Source: an optimization exercise on an open RTL-to-GDS flow (aim: small area). Production flows keep margins and buffers that such runs may drop.
No functional check of the RTL was part of this run.
Power figures rest on the tool's default switching activity, not on a simulated workload.

<file path="flow/design.v">
module calc_cur_blk(
    input wire [2-1:0] piece,
    input wire [4-1:0] pos_x,
    input wire [5-1:0] pos_y,
    input wire [2-1:0] rot,
    output reg [8-1:0] blk_1,
    output reg [8-1:0] blk_2,
    output reg [8-1:0] blk_3,
    output reg [8-1:0] blk_4,
    output reg [2:0] width,
    output reg [2:0] height
    );
	always @(*)begin
		case(piece)
			3'b000:begin
				blk_1 = 8'b11111111;
				blk_2 = 8'b11111111;
				blk_3 = 8'b11111111;
				blk_4 = 8'b11111111;
				width = 0;
                height = 0;
			end
			3'b001:begin	 
			    case(rot)
                    0: begin	 
						blk_1 = (pos_y *10)+ pos_x;
						blk_2 = ((pos_y + 1) *10)+ pos_x;
						blk_3 = ((pos_y+2) *10)+ pos_x;
						blk_4 = ((pos_y+3) *10)+ pos_x;
						width=1;
						height=4;
                    end
                    1: begin
						blk_1 = (pos_y *10)+ pos_x;
						blk_2 = (pos_y *10)+ pos_x+1;
						blk_3 = (pos_y *10)+ pos_x+2;
						blk_4 = (pos_y *10)+ pos_x+3;
						width=4;
						height=1;
                    end
                    2: begin
						blk_1 = (pos_y *10)+ pos_x;
						blk_2 = ((pos_y+1) *10)+ pos_x;
						blk_3 = ((pos_y+2)*10)+ pos_x;
						blk_4 = ((pos_y+3) *10)+ pos_x;
						width=1;
						height=4;
                    end
                    3: begin
						blk_1 = (pos_y *10)+ pos_x;
						blk_2 = (pos_y *10)+ pos_x+1;
						blk_3 = (pos_y *10)+ pos_x+2;
						blk_4 = (pos_y *10)+ pos_x+3;
						width=4;
						height=1;	
                    end
                endcase 
			end
			3'b010: begin
                blk_1=(pos_y * 10) + pos_x;
                blk_2=(pos_y * 10) + pos_x + 1;
                blk_3=((pos_y + 1) * 10) + pos_x;
                blk_4=((pos_y + 1) * 10) + pos_x + 1;
                width=2;
                height=2;
            end
            3'b011: begin
                case (rot)
                    0: begin	 
                        blk_1=(pos_y * 10) + pos_x + 1;
                        blk_2=((pos_y + 1) * 10) + pos_x;
                        blk_3=((pos_y + 1) * 10) + pos_x + 1;
                        blk_4=((pos_y + 1) * 10) + pos_x + 2;
                        width=3;
                        height=2;
                    end
                    1: begin
                        blk_1=(pos_y * 10) + pos_x;
                        blk_2=((pos_y + 1) * 10) + pos_x;
                        blk_3=((pos_y + 2) * 10) + pos_x;
                        blk_4=((pos_y + 1) * 10) + pos_x + 1;
                        width=2;
                        height=3;
                    end
                    2: begin
                        blk_1=(pos_y * 10) + pos_x;
                        blk_2=(pos_y * 10) + pos_x + 1;
                        blk_3=(pos_y * 10) + pos_x + 2;
                        blk_4=((pos_y + 1) * 10) + pos_x + 1;
                        width=3;
                        height=2;
                    end
                    3: begin
                        blk_1=(pos_y * 10) + pos_x + 1;
                        blk_2=((pos_y + 1) * 10) + pos_x + 1;
                        blk_3=((pos_y + 2) * 10) + pos_x + 1;
                        blk_4=((pos_y + 1) * 10) + pos_x;
                        width=2;
                        height=3;
                    end
                endcase       	
			end
		endcase
	end
endmodule
module complete_row(
    input wire                                   clk,
    input wire                                   rst,
    input wire                                   pause,
    input wire [(10*20)-1:0] placed_tetrominos,
    output reg [5-1:0]                 row,
    output wire                                  enabled
    );
     assign enabled = &placed_tetrominos[row*10 +: 10];
     always @ (posedge clk) begin
         if (rst) begin
             row <= 0;
         end else if (!pause) begin
             if (row == 20 - 1) begin
                 row <= 0;
             end else begin
                 row <= row + 1;
             end
         end
     end
endmodule
module debouncer(
    input wire  raw,
    input wire  clk,
    input wire  rst,
    output wire enabled,
    output wire disabled
    );
    reg debounced;
    reg debounced_prev;
    reg [15:0] counter;
	wire limit = 12500;  
    always @ (posedge clk) begin
        if (rst) begin
            debounced <= 0;
            debounced_prev <= 0;
            counter <= 0;
        end else begin
            if (counter == limit) begin
                counter <= 0;
                debounced <= raw;
            end else begin
                counter <= counter + 1;
            end
            debounced_prev <= debounced;
        end
    end
    assign enabled = debounced && !debounced_prev;
    assign disabled = !debounced && debounced_prev;
endmodule
module game_clock(
    input wire clk,
    input wire sys_rst,
    input wire rst,
    input wire pause,
    output reg game_clk
    );
    reg [31:0] counter;
    always @ (posedge clk) begin
        if (sys_rst) begin
            counter <= 0;
            game_clk <= 0;
        end else if (!pause) begin
            if (rst) begin
                counter <= 0;
                game_clk <= 0;
            end else begin
                if (counter == 40000) begin
                    counter <= 0;
                    game_clk <= 1;
                end else begin
                    counter <= counter + 1;
                    game_clk <= 0;
                end
            end
        end
    end
endmodule
module randomizer(
    input wire       clk,
    input wire       rst,
    output reg [2-1:0] random
    );
    always @ (posedge clk) begin
        if (rst) begin
            random <= 1;
        end else if (random == 3) begin
            random <= 1;
        end else begin
            random <= random + 1;
        end
    end
endmodule
module score_display(
    input wire       clk,
    input wire       rst,
    input wire [3:0] score_1,  
    input wire [3:0] score_2, 
    input wire [3:0] score_3, 
    input wire [3:0] score_4,  
    output reg [7:0] seg,
    output reg [3:0] an
    );
    reg [17:0] counter;
    reg seg_clk;
    always @ (posedge clk) begin
        if (rst) begin
            counter <= 0;
            seg_clk <= 0;
        end else if (counter == 50000) begin
            counter <= 0;
            seg_clk <= 1;
        end else begin
            counter <= counter + 1;
            seg_clk <= 0;
        end
    end
    reg [1:0] digit;
    always @ (posedge clk) begin
        if (rst) begin
            digit <= 0;
            an <= 4'b1111;
            seg <= 8'b11111111;
        end else if (seg_clk) begin
        digit <= digit + 1;
        if (digit == 2'b00) begin
            an <= 4'b0111;
            display_digit(score_4);
        end else if (digit == 1) begin
            an <= 4'b1011;
            display_digit(score_3);
        end else if (digit == 2) begin
            an <= 4'b1101;
            display_digit(score_2);
        end else begin
            an <= 4'b1110;
            display_digit(score_1);
        end
        end
    end
    task display_digit;
        input [3:0] in;
        begin
            case (in)
                0: seg <= 8'b11000000;
                1: seg <= 8'b11111001;
                2: seg <= 8'b10100100;
                3: seg <= 8'b10110000;
                4: seg <= 8'b10011001;
                5: seg <= 8'b10010010;
                6: seg <= 8'b10000010;
                7: seg <= 8'b11111000;
                8: seg <= 8'b10000000;
				9: seg <= 8'b10010000;          
            default: seg <=  8'b11111111 ;
            endcase
        end
    endtask
endmodule
module test_pos_rot(
    input wire [3-1:0]  mode,
    input wire                   game_clk_rst,
    input wire                   game_clk,
    input wire                   btn_left_en,
    input wire                   btn_right_en,
    input wire                   btn_rotate_en,
    input wire                   btn_down_en,
    input wire                   sw_drop_en,
    input wire [4-1:0] curr_x,
    input wire [5-1:0] curr_y,
    input wire [2-1:0]   cur_rot,
    output reg [4-1:0] test_pos_x,
    output reg [5-1:0] test_pos_y,
    output reg [2-1:0]   test_rot
    );
    always @ (*) begin
        if (mode == 0) begin
            if (game_clk) begin
                test_pos_x = curr_x;
                test_pos_y = curr_y + 1;  
                test_rot = cur_rot;
            end else if (btn_left_en) begin
                test_pos_x = curr_x - 1;  
                test_pos_y = curr_y;
                test_rot = cur_rot;
            end else if (btn_right_en) begin
                test_pos_x = curr_x + 1;  
                test_pos_y = curr_y;
                test_rot = cur_rot;
            end else if (btn_rotate_en) begin
                test_pos_x = curr_x;
                test_pos_y = curr_y;
                test_rot = cur_rot + 1;  
            end else if (btn_down_en) begin
                test_pos_x = curr_x;
                test_pos_y = curr_y + 1;  
                test_rot = cur_rot;
            end else if (sw_drop_en) begin
                test_pos_x = curr_x;
                test_pos_y = curr_y;
                test_rot = cur_rot;
            end else begin
                test_pos_x = curr_x;
                test_pos_y = curr_y;
                test_rot = cur_rot;
            end
        end else if (mode == 1) begin
            if (game_clk_rst) begin
                test_pos_x = curr_x;
                test_pos_y = curr_y;
                test_rot = cur_rot;
            end else begin
                test_pos_x = curr_x;
                test_pos_y = curr_y + 1;  
                test_rot = cur_rot;
            end
        end else begin
            test_pos_x = curr_x;
            test_pos_y = curr_y;
            test_rot = cur_rot;
        end
    end
endmodule
`timescale 1ns / 1ps
module vga640x480(
	input wire dclk,			 
	input wire clr,			 
	output wire hsync,		 
	output wire vsync,		 
	output reg [7:0] rgb,	 
    input wire [2-1:0]        cur_tetromino,
    input wire [8-1:0]               cur_blk_1,
    input wire [8-1:0]               cur_blk_2,
    input wire [8-1:0]               cur_blk_3,
    input wire [8-1:0]               cur_blk_4,
    input wire [(10*20)-1:0] placed_tetrominos
	);
parameter hpixels = 800; 
parameter vlines = 521;  
parameter hpulse = 96; 	 
parameter vpulse = 2; 	 
parameter hbp = 144; 	 
parameter hfp = 784; 	 
parameter vbp = 31; 		 
parameter vfp = 511; 	 
reg [9:0] hc;
reg [9:0] vc;
always @(posedge dclk)
begin
	if (clr == 1)
	begin
		hc <= 0;
		vc <= 0;
	end
	else
	begin
		if (hc < hpixels - 1)
			hc <= hc + 1;
		else
		begin
			hc <= 0;
			if (vc < vlines - 1)
				vc <= vc + 1;
			else
				vc <= 0;
		end
	end
end
assign hsync = (hc < hpulse) ? 0:1;
assign vsync = (vc < vpulse) ? 0:1;
wire [9:0] cur_blk_index = ((hc-hbp)/20) + (((vc-vbp)/20)*10);
always @(*)
begin
	if (vc >= vbp && vc < vbp + (20 * 20) )
    begin
                if (hc >= (hbp) && hc < (hbp+(10 * 20)))
                begin
                    if (cur_blk_index == cur_blk_1 ||
                        cur_blk_index == cur_blk_2 ||
                        cur_blk_index == cur_blk_3 ||
                        cur_blk_index == cur_blk_4                        
                        ) 
                        begin
                                case (cur_tetromino)
                                    3'b000: rgb = 8'b00000000;
                                    3'b001: rgb = 8'b11110000;
                                    3'b010: rgb = 8'b00111111;
                                    3'b011: rgb = 8'b11000111;
                                endcase
                        end 
						else 
                        begin
                            rgb = placed_tetrominos[cur_blk_index] ? 8'b11111111 : 8'b00011111;
                        end
                end 
				else
                begin
                    rgb = 8'b00000000;
                end
    end 
    else
    begin
        rgb = 8'b00000000;
    end
end
endmodule
module tetris(
    input wire        board_clk,
    input wire        rst,
    input wire        btn_rotate,
    input wire        btn_left,
    input wire        btn_right,
    input wire        btn_down,
    input wire        sw_pause,
    input wire        btn_rst,
	 input wire        sw_drop,
    output wire [7:0] rgb,
    output wire       hsync,
    output wire       vsync,
    output wire [7:0] seg,
    output wire [3:0] an
    );
    wire clk = board_clk;
	wire [2-1:0] random_tetromino; 
    randomizer randomizer_ (
        .clk(clk),
        .rst(rst),
        .random(random_tetromino)
    );
    wire sw_pause_en;
    wire sw_pause_dis;
    wire sw_drop_en;
    wire sw_drop_dis;
    wire btn_rotate_en;
    wire btn_left_en;
    wire btn_right_en;
    wire btn_down_en;
    wire btn_rst_en;
	debouncer debouncer_pause_ (
        .raw(sw_pause),
        .clk(clk),
        .rst(rst),
        .enabled(sw_pause_en),
		.disabled(sw_pause_dis)
    );
	debouncer debouncer_drop_ (
        .raw(sw_drop),
        .clk(clk),
        .rst(rst),
        .enabled(sw_drop_en),
		.disabled(sw_drop_dis)		
    );
    debouncer debouncer_rotate_ (
        .raw(btn_rotate),
        .clk(clk),
        .rst(rst),
        .enabled(btn_rotate_en),
		  .disabled()
    );
    debouncer debouncer_left_ (
        .raw(btn_left),
        .clk(clk),
        .rst(rst),
        .enabled(btn_left_en),
		  .disabled()
    );
    debouncer debouncer_right_ (
        .raw(btn_right),
        .clk(clk),
        .rst(rst),
        .enabled(btn_right_en),
		  .disabled()
    );
    debouncer debouncer_down_ (
        .raw(btn_down),
        .clk(clk),
        .rst(rst),
        .enabled(btn_down_en),
		  .disabled()
    );
	debouncer debouncer_rst_ (
        .raw(btn_rst),
        .clk(clk),
        .rst(rst),
        .enabled(btn_rst_en),
		  .disabled()
    );
    reg [(10*20)-1:0] placed_tetrominos;
    reg [(10*20)-1:0] O_tetrominos;
    reg [(10*20)-1:0] I_tetrominos;
    reg [(10*20)-1:0] T_tetrominos;
    reg [2-1:0] cur_tetromino;
    reg [4-1:0] curr_x;
    reg [5-1:0] curr_y;
    reg [2-1:0] cur_rot;
    wire [8-1:0] cur_blk_1;
    wire [8-1:0] cur_blk_2;
    wire [8-1:0] cur_blk_3;
    wire [8-1:0] cur_blk_4;
    wire [3-1:0] cur_width;
    wire [3-1:0] cur_height;
    reg [31:0] drop_timer;  
    calc_cur_blk calc_cur_blk_(
        .piece(cur_tetromino),
        .pos_x(curr_x),
        .pos_y(curr_y),
        .rot(cur_rot),
        .blk_1(cur_blk_1),
        .blk_2(cur_blk_2),
        .blk_3(cur_blk_3),
        .blk_4(cur_blk_4),
        .width(cur_width),
        .height(cur_height)
    );
	vga640x480 vga_(
        .dclk(clk),
        .clr(btn_rst_en || rst),
        .cur_tetromino(cur_tetromino),
        .cur_blk_1(cur_blk_1),
        .cur_blk_2(cur_blk_2),
        .cur_blk_3(cur_blk_3),
        .cur_blk_4(cur_blk_4),
        .placed_tetrominos(placed_tetrominos),
        .rgb(rgb),
        .hsync(hsync),
        .vsync(vsync)
    );
	reg [3-1:0] mode;
    reg [3-1:0] old_mode;
    wire game_clk;
    reg game_clk_rst;
    game_clock game_clock_ (
        .clk(clk),
        .sys_rst(rst),
        .rst(game_clk_rst),
        .pause(mode != 0),
        .game_clk(game_clk)
    );
    wire [4-1:0] test_pos_x;
    wire [5-1:0] test_pos_y;
    wire [2-1:0] test_rot;
    test_pos_rot test_pos_rot_ (
        .mode(mode),
        .game_clk_rst(game_clk_rst),
        .game_clk(game_clk),
        .btn_left_en(btn_left_en),
        .btn_right_en(btn_right_en),
        .btn_rotate_en(btn_rotate_en),
        .btn_down_en(btn_down_en),
        .sw_drop_en(sw_drop),
        .curr_x(curr_x),
        .curr_y(curr_y),
        .cur_rot(cur_rot),
        .test_pos_x(test_pos_x),
        .test_pos_y(test_pos_y),
        .test_rot(test_rot)
    );
	wire [8-1:0] test_blk_1;
    wire [8-1:0] test_blk_2;
    wire [8-1:0] test_blk_3;
    wire [8-1:0] test_blk_4;
    wire [2:0] test_width;
    wire [2:0] test_height;
    calc_cur_blk calc_test_block_ (
        .piece(cur_tetromino),
        .pos_x(test_pos_x),
        .pos_y(test_pos_y),
        .rot(test_rot),
        .blk_1(test_blk_1),
        .blk_2(test_blk_2),
        .blk_3(test_blk_3),
        .blk_4(test_blk_4),
        .width(test_width),
        .height(test_height)
    );
    function intersects_placed_tetrominos;
        input [7:0] blk1;
        input [7:0] blk2;
        input [7:0] blk3;
        input [7:0] blk4;
        begin
            intersects_placed_tetrominos = placed_tetrominos[blk1] ||
                                       placed_tetrominos[blk2] ||
                                       placed_tetrominos[blk3] ||
                                       placed_tetrominos[blk4];
        end
    endfunction
	wire intersection = intersects_placed_tetrominos(test_blk_1, test_blk_2, test_blk_3, test_blk_4);
	task move_left;
        begin
            if (curr_x > 0 && !intersection) begin
                curr_x <= curr_x - 1;
            end
        end
    endtask
    task move_right;
        begin
            if (curr_x + cur_width < 10 && !intersection) begin
                curr_x <= curr_x + 1;
            end
        end
    endtask
    task rotate;
        begin
            if (curr_x + test_width <= 10 &&
                curr_y + test_height <= 20 &&
                !intersection) begin
                cur_rot <= cur_rot + 1;
            end
        end
    endtask
	task add_to_placed_tetrominos;
        begin
            placed_tetrominos[cur_blk_1] <= 1;
            placed_tetrominos[cur_blk_2] <= 1;
            placed_tetrominos[cur_blk_3] <= 1;
            placed_tetrominos[cur_blk_4] <= 1;
			case(cur_tetromino)
				3'b001:begin	 
					I_tetrominos[cur_blk_1] <= 1;
					I_tetrominos[cur_blk_2] <= 1;
					I_tetrominos[cur_blk_3] <= 1;
					I_tetrominos[cur_blk_4] <= 1;
				end
				3'b010: begin
					O_tetrominos[cur_blk_1] <= 1;
					O_tetrominos[cur_blk_2] <= 1;
					O_tetrominos[cur_blk_3] <= 1;
					O_tetrominos[cur_blk_4] <= 1;
				end
				3'b011: begin
					T_tetrominos[cur_blk_1] <= 1;
					T_tetrominos[cur_blk_2] <= 1;
					T_tetrominos[cur_blk_3] <= 1;
					T_tetrominos[cur_blk_4] <= 1;
				end
			endcase
		end
    endtask
    task get_new_block;
        begin
            drop_timer <= 0;
            cur_tetromino <= random_tetromino;
            curr_x <= (10 / 2) - 1;
            curr_y <= 0;
            cur_rot <= 0;
            game_clk_rst <= 1;
        end
    endtask
    task move_down;
        begin
            if (curr_y + cur_height < 20 && !intersection) begin
                curr_y <= curr_y + 1;
            end else begin
                add_to_placed_tetrominos();
                get_new_block();
            end
        end
    endtask
    task drop_to_bottom;
        begin
            mode <= 1;
        end
    endtask
	reg [3:0] score_1;  
    reg [3:0] score_2;  
    reg [3:0] score_3;  
    reg [3:0] score_4;  
    score_display score_display_ (
        .clk(clk),
        .rst(rst),
        .score_1(score_1),
        .score_2(score_2),
        .score_3(score_3),
        .score_4(score_4),
        .an(an),
        .seg(seg)
    );
    wire [5-1:0] remove_row_y;
    wire remove_row_en;
    complete_row complete_row_ (
        .clk(clk),
        .rst(rst),
        .pause(mode != 0),
        .placed_tetrominos(placed_tetrominos),
        .row(remove_row_y),
        .enabled(remove_row_en)
    );
    reg [5-1:0] shifting_row;
    task remove_row;
        begin
            mode <= 4;
            shifting_row <= remove_row_y;
            if (score_1 == 9) begin
                if (score_2 == 9) begin
                    if (score_3 == 9) begin
                        if (score_4 != 9) begin
                            score_4 <= score_4 + 1;
                            score_3 <= 0;
                            score_2 <= 0;
                            score_1 <= 0;
                        end
                    end else begin
                        score_3 <= score_3 + 1;
                        score_2 <= 0;
                        score_1 <= 0;
                    end
                end else begin
                    score_2 <= score_2 + 1;
                    score_1 <= 0;
                end
            end else begin
                score_1 <= score_1 + 1;
            end
        end
    endtask
	task reset_state;
        begin
        mode <= 3;
        placed_tetrominos <= 0;
		O_tetrominos <= 0;
		I_tetrominos <= 0;
		T_tetrominos <= 0;
        cur_tetromino <= 3'b000;
        curr_x <= 0;
        curr_y <= 0;
        cur_rot <= 0;
        score_1 <= 0;
        score_2 <= 0;
        score_3 <= 0;
        score_4 <= 0;
        drop_timer <= 0;
        game_clk_rst <= 0;
        shifting_row <= 0;
        end
    endtask
	task start_game;
        begin
            mode <= 0;
            placed_tetrominos <= 0;
			O_tetrominos <= 0;
			I_tetrominos <= 0;
			T_tetrominos <= 0;
            score_1 <= 0;
            score_2 <= 0;
            score_3 <= 0;
            score_4 <= 0;
            get_new_block();
        end
    endtask
    wire game_over = curr_y == 0 && intersects_placed_tetrominos(cur_blk_1, cur_blk_2, cur_blk_3, cur_blk_4);
	always @ (posedge clk) begin
      if (rst) begin
        reset_state();
      end else begin
        if (drop_timer < 10000) begin
            drop_timer <= drop_timer + 1;
        end
        game_clk_rst <= 0;
        if (mode == 3 && (btn_rst_en)) begin
            start_game();
        end else if (btn_rst_en || game_over) begin
            mode <= 3;
            add_to_placed_tetrominos();
            cur_tetromino <= 3'b000;
        end else if ((sw_pause_en || sw_pause_dis) && mode == 0) begin
            mode <= 2;
        end else if ((sw_pause_en || sw_pause_dis) && mode == 2) begin
            mode <= 0;
        end else if (mode == 0) begin
            if (game_clk) begin
                move_down();
            end else if (btn_left_en) begin
                move_left();
            end else if (btn_right_en) begin
                move_right();
            end else if (btn_rotate_en) begin
                rotate();
            end else if (btn_down_en) begin
                move_down();
            end else if (sw_drop_en && drop_timer == 10000) begin
                drop_to_bottom();
            end else if (remove_row_en) begin
                remove_row();
            end
        end else if (mode == 1) begin
            if (game_clk_rst && !sw_pause_en) begin
                mode <= 0;
            end else begin
                move_down();
            end
        end else if (mode == 4) begin
            if (shifting_row == 0) begin
                placed_tetrominos[0 +: 10] <= 0;
                mode <= 0;
            end else begin
                placed_tetrominos[shifting_row*10 +: 10] <= placed_tetrominos[(shifting_row - 1)*10 +: 10];
                shifting_row <= shifting_row - 1;
            end
        end
      end
    end
endmodule	
</file>
<file path="flow/run.sh">
#!/bin/bash
# synth_recipe.tcl (not shown) runs the flow's synth.tcl, then flattens the netlist and writes it again
# the make line also repeats each setting of config.mk as NAME=value (left out here)
make -C /OpenROAD-flow-scripts/flow DESIGN_CONFIG=/design/flow/config.mk WORK_HOME=/design/flow/orfs CLKGATE_MAP_FILE= SYNTH_SCRIPT=/design/flow/synth_recipe.tcl finish
</file>
<file path="flow/config.mk">
export PLATFORM = sky130hd
export DESIGN_NAME = tetris
export DESIGN_NICKNAME = tetris
export VERILOG_FILES = /design/flow/design.v
export SDC_FILE = /design/flow/constraint.sdc
export NUM_CORES = 4
export LEC_CHECK = 0
export CAP_MARGIN = 20
export CORE_MARGIN = 2
export CORE_UTILIZATION = 25
export PLACE_DENSITY = 0.32
export SLEW_MARGIN = 20
</file>
<file path="flow/constraint.sdc">
create_clock -name core_clock -period 20.0 [get_ports {board_clk}]
set_input_delay 4.0000 -clock core_clock [delete_from_list [all_inputs] [get_ports {board_clk}]]
set_output_delay 4.0000 -clock core_clock [all_outputs]
set_load 0.01 [all_outputs]
</file>
==> impl_metrics.env <==
export IMPL_worst_pin_slew_ps=1340
export IMPL_final_area_sq_um=85500
export IMPL_min_path_type="register to register"
export IMPL_cp_arrival_ps=9930
export IMPL_grt_pass1_vias=89900
export IMPL_drv_slew=0
export IMPL_path_buf_inv=5
export IMPL_synth_seq_cells=516
export IMPL_p_leak_nw=28.4
export IMPL_max_slew_margin_pct=9.92
export IMPL_cts_root_buf="clkbuf_16"
export IMPL_yosys_warnings=9
export IMPL_grt_first_pass_wirelength_um=933000
export IMPL_status="timing/DRC/antenna clean"
export IMPL_yosysTopAreaCellShare_pct=13.7
export IMPL_synth_top_area_cell="dfxtp_1"
export IMPL_synth_edf_count=0
export IMPL_drv_cap=0
export IMPL_grt_max_degree=104
export IMPL_tritoncts="yes"
export IMPL_cts_buffer_depth=4
export IMPL_seq_area_sq_um=10300
export IMPL_n_fill_cell=32800
export IMPL_synthArstFlopShare_pct=0
export IMPL_overflow=0
export IMPL_drtPass1Iterations=8
export IMPL_crit_type="register to output pin"
export IMPL_post_cts_resized=0
export IMPL_period_share_pct=69.7
export IMPL_io_buffers=29
export IMPL_postRouteAntennaNets=0
export IMPL_clk_latency_ps=900
export IMPL_die_x_um=554
export IMPL_crit_family="simple AND/OR/NAND/NOR gates"
export IMPL_worstPathMaxFanout=30
export IMPL_hold_viol=0
export IMPL_syn_num_nets=10700
export IMPL_synthesis_area_sq_um=75500
export IMPL_wl_per_cell_um=51.4
export IMPL_peakVddDrop_uv=184
export IMPL_drc_errors=0
export IMPL_syn_area_per_cell_sq_um=7.23
export IMPL_placed_area_sq_um=82200
export IMPL_max_stage_delay_ps=720
export IMPL_skew_ps=90.8
export IMPL_multi_input_area_sq_um=60500
export IMPL_yosysUniqueCellTypes=117
export IMPL_h_tree_depth=3
export IMPL_seq_area_frac_synth_pct=13.7
export IMPL_antenna_found_initial=185
export IMPL_finalNonFillerCells=14200
export IMPL_clkTransAtPathRegs_ps=60
export IMPL_fp_row_count=201
export IMPL_drive_above_1_share_pct=14.7
export IMPL_p_per_area_nw_per_um2=122
export IMPL_worst_setup_path_start_kind="register"
export IMPL_drt_iter0_markers=19200
export IMPL_hold_buffers=0
export IMPL_cts_setup_buffers=0
export IMPL_place_hpwl_um=522000
export IMPL_io_pins=31
export IMPL_grt_total_usage_pct=45.4
export IMPL_dpl_cell_count=13900
export IMPL_dieHeight_um=554
export IMPL_finalSetupViolations=0
export IMPL_cts_buffers=83
export IMPL_rsz0062_at_grt="no"
export IMPL_die_area_sq_um=307000
export IMPL_synthCells=10400
export IMPL_cts_sinks=516
export IMPL_fin_crit_ps=13930
export IMPL_tns_ps=0
export IMPL_fmax_mhz=71.8
export IMPL_vias=102000
export IMPL_worstPathRequired_ps=16000
export IMPL_routed_wl_um=732000
export IMPL_place_congestion=1.08
export IMPL_initial_core_util_pct=25.2
export IMPL_synth_ff_type="dfxtp_1"
export IMPL_synth_area_leaders="dfxtp_1, mux4_2, nand2_1"
export IMPL_area_delta_synth_final_pct=13.2
export IMPL_via_per_inst=7.19
export IMPL_core_area_sq_um=300000
export IMPL_crit_path_end_kind="output pin"
export IMPL_fin_util_pct=28.5
export IMPL_p_total_mw=10.4
export IMPL_critical_path_slowest_cell="a21oi_1"
export IMPL_nets=10300
## kinds of logic after synthesis
logic type	share of synthesized area, %
adders and majority gates	4.40
xor gates and xnor gates	4.74
and+or+nand+nor	21.8
DFF	13.7
muxes	16.2
other	0.00994
AOI/OAI and AO/OA	31.8
buffers and inverters	7.46
## cell usage in the layout (no fill, tap or decap), types with 133 or more instances in the layout
cell type,instances
nand2_1,1280
nor2_1,781
o21ai_0,750
buf_4,676
a21oi_1,641
dfxtp_1,509
nand3_1,452
mux2i_1,417
mux4_2,317
a221oi_1,252
inv_1,242
xnor2_1,229
ha_1,221
nor3_1,198
o211ai_1,189
diode_2,161
and3_1,161
a211oi_1,157
a31oi_1,152
a22oi_1,150
xor2_1,149
nand4_1,133
## synthesized netlist by cell type (56+ instances only)
library cell and number:
nand2_1 1288, clkbuf_1 898, nor2_1 814, o21ai_0 757, a21oi_1 647, dfxtp_1 516, nand3_1 453, mux2i_1 418
mux4_2 317, a221oi_1 257, inv_1 246, xnor2_1 238, ha_1 228, nor3_1 212, o211ai_1 189, and3_1 161
a211oi_1 158, a31oi_1 155, xor2_1 152, a22oi_1 151, buf_2 150, nand4_1 133, o221ai_1 115, buf_1 111
and2_1 105, o22ai_1 83, mux2_2 79, a221o_1 75, a32oi_1 72, a21o_1 68, nor2b_1 68, or3_1 68
nor4_1 65, o31ai_1 62, a2111oi_0 56, o2111ai_1 56
## per-stage QoR
stage | hold WS (ps) | setup WS, ps
floorplan | 376 | 8820
global placement | 397 | 6300
detailed placement | 392 | 6250
CTS | 405 | 5360
global route | 419 | 5270
finish | 407 | 6070
## cell type report
cell class	instances	area share, %
multi-input combinational	8491	70.8
sequential	516	12.1
timing repair buffer	712	6.44
tap	3958	5.79
clock buffer	120	2.82
inverter	258	1.13
clock inverter	27	0.478
antenna	161	0.471
## path summary, 6_finish.rpt
check	end	slack, ps	from	cells after the start
setup / recovery	rgb[7]	6070	vga_.vc[3]$_SDFFE_PP0P_	28
hold / removal	randomizer_.random[0]$_SDFF_PP1_	410	randomizer_.random[0]$_SDFF_PP1_	1
setup reg to reg	register	8080	curr_y[0]$_SDFFE_PP0P_	28
hold reg to reg	randomizer_.random[0]$_SDFF_PP1_	410	randomizer_.random[0]$_SDFF_PP1_	1
## worst reg2reg max path, delay by kind of cell (launching register included)
kind | cells | cell delay (ps)
DFF | 1 | 690
and+or+nand+nor | 6 | 1330
AOI/OAI and AO/OA | 11 | 4450
adders and majority gates | 3 | 1640
buffers and inverters | 7 | 3500
muxes | 1 | 250
## flip-flops by register name, summed over array words and instances, names as in the netlist, 7 cells and up, named ones only
name,count
score_display_.seg,7
debouncer_pause_.counter,16
vga_.hc,10
debouncer_rst_.counter,16
debouncer_right_.counter,16
debouncer_rotate_.counter,16
game_clock_.counter,32
vga_.vc,10
score_display_.counter,18
placed_tetrominos,200
debouncer_left_.counter,16
debouncer_drop_.counter,16
drop_timer,32
debouncer_down_.counter,16
## metal layers
metal  wire length [um]  GRT usage, %  vias up
met5               1050         0.953        -
met1             281000          54.9    51500
met2             287000          61.6     9272
li1                   -             -    39100
met4              67900          37.4       60
met3              94000          19.4     2601
## power breakdown
group          total (mW)  leakage, nW  switching (mW)  internal, mW
combinational        7.64         22.9            5.86          1.78
sequential           1.15         4.17          0.0760          1.07
clock                1.62         1.38           0.665         0.952
total                10.4         28.4            6.60          3.80

what the ideal ports hide:
No port has a modelled driver above. Below, the same layout with a new extraction and two added sets of constraints. Step 1: set_driving_cell puts a clkbuf_16 on board_clk and a buf_2 on each other input, an assumption about the parent block. Step 2 times the ports against the registers' clock, not the clock port: input delays grow and output delays shrink by t, the midpoint of the rising clock arrivals with the driver on. Slacks: ideal / step 1 / step 2; pairs: ideal / step 1.
shift t [ns]: 0.971
slack for setup (ns): 6.066 / 5.947 / 6.918
clock arrival spread, ns: 0.090 / 0.091
slew at the worst register clock pin (ns): 0.07 / 0.07
pins driven straight from the clock port: 1
After both steps this run still meets setup and hold. For this run, drivers alone change the setup slack by -0.119 ns; drivers and shift together by +0.852 ns.
